From an optimization exercise on the open Yosys and OpenROAD flow, aimed at small area; shortcuts taken in it are not production practice. In this exercise RTL edits were held to simulation tests only and were not proved equivalent to the original. No driver is modelled on the clock port, so clocking that relies on it looks cheaper here than on a real chip.

==> flow/design.v <==
module top_cxs_pktzr_depktzr_tx(
    input  logic          tx_cxs_clk,
    input  logic          tx_cxs_rst_n,
    input  logic          tx_cxs_valid,
    input  logic          rx_ready,
    input  logic          tx_cxs_last,
    input  logic          tx_cxs_activereq,
    input  logic          tx_cxs_crdrtn,
    input  logic [2:0]    tx_cxs_prcltype,
    input  logic [13:0]   tx_cxs_cntl,
    input  logic [255:0]  tx_cxs_data,
    output logic          tx_cxs_activeack,
    output logic          tx_cxs_crdgnt,
    output logic          tx_cxs_deacthint,
    output logic          pkt_send_sts_vld,
    output logic          tx_valid,
    output logic          tx_pkt_vld,
    output logic          tx_header_err_vld,
    output logic [1:0]    pkt_send_sts,
    output logic [511:0]  tx_pkt_data
);
    logic req_d;             
    logic ack;               
    logic deact;             
    logic buf_en;            
    logic buf_vld;           
    logic pkt_vld;           
    logic [255:0] data_1, data_2;
    logic [17:0]  fld_1, fld_2;      
    logic         ack_1, ack_2, ack_3;
    logic         dp_1, dp_2, dp_3;
    always_ff @(posedge tx_cxs_clk or negedge tx_cxs_rst_n)
      if (!tx_cxs_rst_n) begin
        req_d   <= 1'b0;
        ack     <= 1'b0;
        deact   <= 1'b0;
        buf_en  <= 1'b0;
        buf_vld <= 1'b0;
        pkt_vld <= 1'b0;
      end else begin
        req_d   <= tx_cxs_activereq;
        ack     <= tx_cxs_activereq & req_d & rx_ready;
        deact   <= ack & ~tx_cxs_activereq;
        buf_en  <= tx_cxs_activereq & (ack | buf_en);
        buf_vld <= buf_en & tx_cxs_valid;
        pkt_vld <= buf_vld;
      end
    always_ff @(posedge tx_cxs_clk) begin
      data_1 <= tx_cxs_data;
      data_2 <= data_1;
      fld_1  <= {tx_cxs_prcltype, tx_cxs_last, tx_cxs_cntl};
      fld_2  <= fld_1;
      ack_1  <= ack;
      ack_2  <= ack_1;
      ack_3  <= ack_2;
      dp_1   <= buf_en & (^tx_cxs_data);
      dp_2   <= dp_1;
      dp_3   <= dp_2;
    end
    assign tx_valid          = req_d;
    assign tx_cxs_crdgnt     = req_d;
    assign tx_cxs_activeack  = ack;
    assign tx_cxs_deacthint  = deact;
    assign tx_pkt_vld        = pkt_vld;
    assign pkt_send_sts_vld  = pkt_vld;
    assign pkt_send_sts      = {1'b0, pkt_vld};
    assign tx_header_err_vld = 1'b0;
    assign tx_pkt_data = {data_2,
                          dp_3,
                          ^fld_2,
                          202'h0,
                          fld_2[17:15],
                          1'b0, ack_3,
                          1'b0, ack_3,
                          fld_2[14],
                          30'h0,
                          fld_2[13:0]};
endmodule
module cxs_tx_pktzr (
    input  logic          tx_cxs_clk,
    input  logic          tx_cxs_rst_n,
    input  logic          tx_cxs_valid,
    input  logic          rx_ready,
    input  logic          tx_cxs_last,
    input  logic          tx_cxs_activereq,
    input  logic          tx_cxs_crdrtn,
    input  logic [2:0]    tx_cxs_prcltype,
    input  logic [13:0]   tx_cxs_cntl,
    input  logic [255:0]  tx_cxs_data,
    output logic          tx_cxs_activeack,
    output logic          tx_cxs_crdgnt,
    output logic          tx_cxs_deacthint,
    output logic          pkt_send_sts_vld,
    output logic          tx_valid,
    output logic          tx_pkt_vld,
    output logic          tx_header_err_vld,
    output logic [1:0]    pkt_send_sts,
    output logic [255:0]  tx_pkt_payload,
    output logic [21:0]   tx_pkt_header
);
  logic [511:0] tx_pkt_data;
  top_cxs_pktzr_depktzr_tx u_tx (
    .tx_cxs_clk        (tx_cxs_clk),
    .tx_cxs_rst_n      (tx_cxs_rst_n),
    .tx_cxs_valid      (tx_cxs_valid),
    .rx_ready          (rx_ready),
    .tx_cxs_last       (tx_cxs_last),
    .tx_cxs_activereq  (tx_cxs_activereq),
    .tx_cxs_crdrtn     (tx_cxs_crdrtn),
    .tx_cxs_prcltype   (tx_cxs_prcltype),
    .tx_cxs_cntl       (tx_cxs_cntl),
    .tx_cxs_data       (tx_cxs_data),
    .tx_cxs_activeack  (tx_cxs_activeack),
    .tx_cxs_crdgnt     (tx_cxs_crdgnt),
    .tx_cxs_deacthint  (tx_cxs_deacthint),
    .pkt_send_sts_vld  (pkt_send_sts_vld),
    .tx_valid          (tx_valid),
    .tx_pkt_vld        (tx_pkt_vld),
    .tx_header_err_vld (tx_header_err_vld),
    .pkt_send_sts      (pkt_send_sts),
    .tx_pkt_data       (tx_pkt_data)
  );
  assign tx_pkt_payload = tx_pkt_data[511:256];
  assign tx_pkt_header  = {tx_pkt_data[255:254], tx_pkt_data[51:49], tx_pkt_data[47],
                           tx_pkt_data[45], tx_pkt_data[44], tx_pkt_data[13:0]};
endmodule
==> flow/config.mk <==
export PLATFORM = sky130hd
export DESIGN_NAME = cxs_tx_pktzr
export DESIGN_NICKNAME = cxs_tx_pktzr
export VERILOG_FILES = /design/flow/design.v
export SDC_FILE = /design/flow/constraint.sdc
export NUM_CORES = 4
export LEC_CHECK = 0
export CAP_MARGIN = 20
export CORE_MARGIN = 2
export CORE_UTILIZATION = 40
export CTS_BUF_LIST = sky130_fd_sc_hd__clkbuf_16
export CTS_CLUSTER_DIAMETER = 100
export CTS_CLUSTER_SIZE = 35
export SLEW_MARGIN = 20
==> flow/constraint.sdc <==
create_clock -name core_clock -period 5.0 [get_ports {tx_cxs_clk}]
set_input_delay 1.0000 -clock core_clock [delete_from_list [all_inputs] [get_ports {tx_cxs_clk}]]
set_output_delay 1.0000 -clock core_clock [all_outputs]
set_load 0.01 [all_outputs]
standard.sh (not shown) runs the stock make flow with config.mk's settings and CLKGATE_MAP_FILE= SYNTH_SCRIPT=/design/flow/synth_recipe.tcl, a recipe that flattens the netlist after the stock synthesis.
==> flow/flow/run.sh <==
#!/bin/bash
# The standard layout (the standard.sh: standard synthesis, ORFS place/CTS/route),
# with the port buffers made from the smallest buffer cell instead of the default choice.
set -euo pipefail
export BUFFER_PORTS_ARGS="-buffer_cell sky130_fd_sc_hd__buf_1"
bash standard.sh finish > standard_flow.log 2>&1
The starting point finished clean.
Rerun with:
==> flow/run.sh (new file) <==
#!/bin/bash
# synth_recipe.tcl (not shown) runs the flow's synth.tcl, then flattens the netlist and writes it again
# the make line also repeats each setting of config.mk as NAME=value (left out here)
make -C /OpenROAD-flow-scripts/flow DESIGN_CONFIG=/design/flow/config.mk WORK_HOME=/design/flow/orfs CLKGATE_MAP_FILE= SYNTH_SCRIPT=/design/flow/synth_recipe.tcl finish
- CTS_BUF_LIST: sky130_fd_sc_hd__clkbuf_16 -> unset
- CTS_CLUSTER_DIAMETER: 100 -> unset
- CTS_CLUSTER_SIZE: 35 -> unset
removed: flow/flow/run.sh
removed: flow/standard.sh
The changed run produced a clean layout.
Setup slack is worse by 400 ps.
Register-to-register slack hardly moves.
Routed wire length is higher by 18%.

## what the ideal ports hide
Ports are ideal in the flow. The routed layouts listed here were re-timed in OpenROAD.
Step 1 (the two cells are an assumption about what drives the block):
set clk [get_ports {tx_cxs_clk}]
set_driving_cell -lib_cell sky130_fd_sc_hd__clkbuf_16 $clk
set_driving_cell -lib_cell sky130_fd_sc_hd__buf_2 [delete_from_list [all_inputs] $clk]
Step 2 also shifts input and output timing later by t, the mid clock arrival at the registers, as if the neighbouring blocks saw the same clock.
Slacks: ideal / step 1 / step 2; pairs: ideal / step 1.
| run | t, ns | setup slack, ns | clock arrival spread, ns | worst data-port slew with drivers (ns) | pins driven straight from the clock port |
|---|---|---|---|---|---|
| the first run | 0.581 | 2.105 / 2.056 / 2.086 | 0.026 / 0.027 | 0.11 | 1 |
| the second run | 0.621 | 1.709 / 1.659 / 1.748 | 0.017 / 0.017 | 0.14 | 1 |
After both steps every run listed still meets setup and hold. For the first run, which loses most, drivers alone change the setup slack by -0.049 ns; drivers and shift together by -0.019 ns.
